What follows belongs to an exercise in optimizing a design on an open flow for small area and a short achievable clock period; a production flow would make more cautious choices.
Only simulation tests tie the RTL to the original design; equivalence was not proved.
Power figures rest on the tool's default switching activity, not on a simulated workload.

// mult_top
module mult_top(
    input clk,
    input  [15:0] x,
    input  [15:0] y,
    output [31:0] p_out
    );
    wire [2:0] on0, tw0, ng0;
    genvar g;
    generate for (g = 0; g < 3; g = g + 1) begin : benc
        wire b2 = x[11+2*g], b1 = x[10+2*g], b0 = x[9+2*g];
        assign on0[g] = b1 ^ b0;
        assign tw0[g] = (b2 ^ b1) & ~(b1 ^ b0);
        assign ng0[g] = b2 & ~(b1 & b0);           
    end endgenerate
    wire sx0 = x[9];
    wire [9:0] ax = x[9:0] ^ {10{sx0}};
    wire l3 = ax[8], l2 = ax[7], l1 = ax[6], l0 = |ax[5:0];
    wire h80 = l3, h70 = ~l3 & l2, h60 = ~l3 & ~l2 & l1, h00 = ~l3 & ~l2 & ~l1 & l0;
    wire [8:0] x20 = {ax[8] & ~h80, ax[7] & ~h70, ax[6] & ~h60, ax[5:1], ax[0] & ~h00};
    wire ps = x[9] ^ y[15];
    wire [15:0] ya = y ^ {16{y[15]}};
    wire zy = ~(ya[14] | ya[13] | ya[12]);
    wire [9:0] xs = zy ? 10'd0 : ({1'b0, x20} ^ {10{ps}});
    wire [12:0] oa0 = ya[14] ? {xs[9], xs, 2'b0} : ya[13] ? {{2{xs[9]}}, xs, 1'b0} : {{3{xs[9]}}, xs};
    reg [15:0] y1; reg [2:0] on, tw, ng; reg sx, h8, h7, h6, h0; reg [12:0] oa1;
    always @(posedge clk) begin
        y1 <= y; on <= on0; tw <= tw0; ng <= ng0;
  ...
Size in the first run: about 81 flip-flops, roughly 65 I/O pins.
export LEC_CHECK = 0
export CAP_MARGIN = 20
export CORE_MARGIN = 2
export CORE_UTILIZATION = 60
export SETUP_SLACK_MARGIN = 1.0
export SLEW_MARGIN = 20
create_clock -name core_clock -period 5.0 [get_ports {clk}]
standard.sh (not shown) runs the stock make flow with config.mk's settings and CLKGATE_MAP_FILE= SYNTH_SCRIPT=/design/flow/synth_recipe.tcl, a recipe that flattens the netlist after the stock synthesis.
==> flow/flow/run.sh <==
#!/bin/bash
# The standard layout; the only change is the port buffer cell (buf_1 instead of the default).
set -euo pipefail
export BUFFER_PORTS_ARGS="-buffer_cell sky130_fd_sc_hd__buf_1"
bash standard.sh > standard.log 2>&1
Edit:
CORE_UTILIZATION = 40   (was 60)
CTS_BUF_LIST = sky130_fd_sc_hd__clkbuf_4 sky130_fd_sc_hd__clkbuf_8   (was unset)
- The changed run completed without violations
- clock-buffer cell count shrinks by 1
- fmax shrinks by 1.0%
- power shrinks by 3.8%
- wire length shrinks by 2.1%
- die area grows by 48%
- worst hold slack barely changes

---

mult_top again, from the RTL that the note above started with.
Settings: LEC_CHECK=0, CAP_MARGIN=20, CORE_MARGIN=2, CORE_UTILIZATION=60, CTS_BUF_LIST=sky130_fd_sc_hd__clkbuf_4 sky130_fd_sc_hd__clkbuf_8, SETUP_SLACK_MARGIN=1.0, SLEW_MARGIN=20; clock period 5.0 ns.
Scripts as last shown in full above: flow/flow/run.sh
The baseline completed without violations.
Then changed:
- CORE_UTILIZATION: 60 -> 40
- CTS_BUF_LIST: sky130_fd_sc_hd__clkbuf_4 sky130_fd_sc_hd__clkbuf_8 -> default
- SETUP_SLACK_MARGIN: 1.0 -> 2.0
Routed wire length grows by a few percent.
Die area grows by well over a third.
Worst hold slack degrades by 0.021 ns.
Global-route usage shrinks by 8.0 points.
Then changed:
- SETUP_SLACK_MARGIN: 2.0 -> 1.0
- die area stays the same
- non-clock buffer count went down by 23
- flip-flop and latch count stays the same
- first-iteration DRC count went down by 5.1%
- sequential power is lower by about 2%
- clock power came out lower by about 1%
- global-route usage shrinks by 0.93 points
- maximum frequency drops by 2.2%
- final area drops by 9.5%
- sequential share of layout area goes up by 2.2 points
- clock skew hardly moves

---

## job 7429
mult_top again, from the RTL that the note above started with.
export LEC_CHECK = 0
export ABC_AREA = 1
export CAP_MARGIN = 20
export CORE_MARGIN = 2
export CORE_UTILIZATION = 60
export CTS_BUF_LIST = sky130_fd_sc_hd__clkbuf_4 sky130_fd_sc_hd__clkbuf_8
export SETUP_SLACK_MARGIN = 1.0
export SLEW_MARGIN = 20
create_clock -name core_clock -period 5.0 [get_ports {clk}]
Scripts as last shown in full above: flow/flow/run.sh
The inputs of job 6254 differ from those of job 7429 as listed below.
# job 7429
export LEC_CHECK = 0
export ABC_AREA = 1
export CAP_MARGIN = 20
export CORE_MARGIN = 2
export CORE_UTILIZATION = 60
export CTS_BUF_LIST = sky130_fd_sc_hd__clkbuf_4 sky130_fd_sc_hd__clkbuf_8
export SETUP_SLACK_MARGIN = 1.0
export SLEW_MARGIN = 20
create_clock -name core_clock -period 5.0 [get_ports {clk}]
# job 6254
export LEC_CHECK = 0
export CAP_MARGIN = 20
export CORE_MARGIN = 2
export CORE_UTILIZATION = 60
export SETUP_SLACK_MARGIN = 1.3
export SLEW_MARGIN = 20
create_clock -name core_clock -period 5.0 [get_ports {clk}]
==> results.txt <==
Summary of the comparison: net switching power is lower in job 6254, relative to job 7429. Of job 7429 and job 6254, job 6254 shows the lower sequential share of layout area, with job 7429 above it. Taking job 7429 as the reference, in job 6254 final core utilization grew by 2.5 points; multi-input gate share of the layout cell area grew by 2.8 points; HPWL after detailed placement shrank by about 7%. Clock skew delta (job 6254 − job 7429): favourable.

---

run 1:
Another version of the RTL of mult_top (not shown whole).
For scale: ~670 cells after synthesis, ~88 flip-flops, ~6300 um^2 of cells after synthesis.
export LEC_CHECK = 0
export CAP_MARGIN = 20
export CORE_MARGIN = 2
export CORE_UTILIZATION = 60
export SETUP_SLACK_MARGIN = 1.3
export SLEW_MARGIN = 20
create_clock -name core_clock -period 5.0 [get_ports {clk}]
Scripts as last shown in full above: flow/flow/run.sh
#### Input delta (run 2 over run 1)
--- a/flow/config.mk
+++ b/flow/config.mk
@@ -9,4 +9,4 @@
 export CORE_MARGIN = 2
 export CORE_UTILIZATION = 60
-export SETUP_SLACK_MARGIN = 1.3
+export SETUP_SLACK_MARGIN = 1.45
 export SLEW_MARGIN = 20
### Flow results
Status: combinational gate power parity (run 2, run 1)
Comparing run 1 with run 2, the clock-cell share of area came out essentially unchanged.
Where overall routed net length is concerned, run 1 is outperformed by run 2.
In run 2 relative to run 1, number of nets in the finished design had gone up slightly.
On clock share of power, run 1 and run 2 are neck and neck.
Against run 1, run 2 comes in about 3.5% higher on maximum clock rate.
Looking at final critical delay including setup and external delays, run 2 sits below run 1.
Changes observed in run 2 relative to run 1: portion of total power attributed to combinational logic ~0 delta, global routing met2 resource utilization ~0 delta, final setup slack of the worst path +0.12 ns, multi-input gate share of total cell area -0.35 points.
[inputs] run 3 vs run 2
--- a/flow/config.mk
+++ b/flow/config.mk
@@ -9,4 +9,4 @@
 export CORE_MARGIN = 2
 export CORE_UTILIZATION = 60
-export SETUP_SLACK_MARGIN = 1.45
+export SETUP_SLACK_MARGIN = 2.2
 export SLEW_MARGIN = 20
[summary]
In the tables for run 2 and run 3, relative area change from synthesis to final layout reads higher with run 3.
Run 3 vs run 2: number of ordinary and repair buffers in the finished layout up by more than half
Summary: time the final worst path needs with I/O delays and setup, run 3 worse than run 2
Run 3 vs. run 2: combinational power now larger, global-route usage now larger, wire length now larger, total number of vias now larger, final non-filler cell total now larger.
Run 3 | stages: all done | timing, DRC, antenna: all pass
[compare] base=run 2 new=run 3: post-route worst setup slack moved down; cell count after placement moved down.
What run 4 does differently from run 3 at the input level:
--- a/flow/config.mk
+++ b/flow/config.mk
@@ -6,7 +6,8 @@
 export NUM_CORES = 4
 export LEC_CHECK = 0
-export CAP_MARGIN = 20
+export CAP_MARGIN = 0
 export CORE_MARGIN = 2
 export CORE_UTILIZATION = 60
-export SETUP_SLACK_MARGIN = 2.2
-export SLEW_MARGIN = 20
+export PLACE_DENSITY = 0.8
+export SETUP_SLACK_MARGIN = 1.75
+export SLEW_MARGIN = 0
--- outcome ---
The final layouts of run 3 and run 4 pass the timing, DRC and antenna checks. Run 3 -> run 4: clock skew flat. Non-clock buffer instance count of the final layout was lower in run 4 than in run 3. Slack of the critical path: run 4 better than run 3. Comparing run 3 and run 4, the higher final standard cell utilization of the core is on run 3. The lower final wirelength of run 3 and run 4 is in run 4.

==> separate check: timing with driven ports <==
The results above use ideal ports. As a check the final layouts listed here were re-extracted and re-timed, cells and wires unchanged. Step 1: set_driving_cell puts a clkbuf_16 on clk and a buf_2 on each other input, an assumption about the parent block. Step 2 moves the port delays by t, midway between the first and last clock arrival at a register: inputs arrive t later, outputs are due t later. That takes back most of the time a late clock gives input paths. Three values: ideal ports, drivers, drivers and shift; two values: the first two.
run	t, ns	setup slack, ns	worst setup path after step 2
the first run of note 1	0.398	1.162 / 1.128 / 1.208	register to register
the second run of note 1	0.409	1.122 / 1.088 / 1.200	register to register
the first run of note 2	0.398	1.162 / 1.128 / 1.208	register to register
the second run of note 2	0.388	1.240 / 1.196 / 1.358	register to register
the third run of note 2	0.383	1.155 / 1.117 / 1.172	register to register
job 7429	0.388	1.063 / 1.028 / 1.159	register to register
job 6254	0.396	1.271 / 1.237 / 1.384	register to register
run 1	0.398	1.485 / 1.450 / 1.554	register to register
run 2	0.401	1.604 / 1.569 / 1.706	register to register
run 3	0.399	1.574 / 1.536 / 1.935	register to output
run 4	0.389	1.704 / 1.674 / 1.807	register to register
After both steps setup and hold are still met in every run listed.
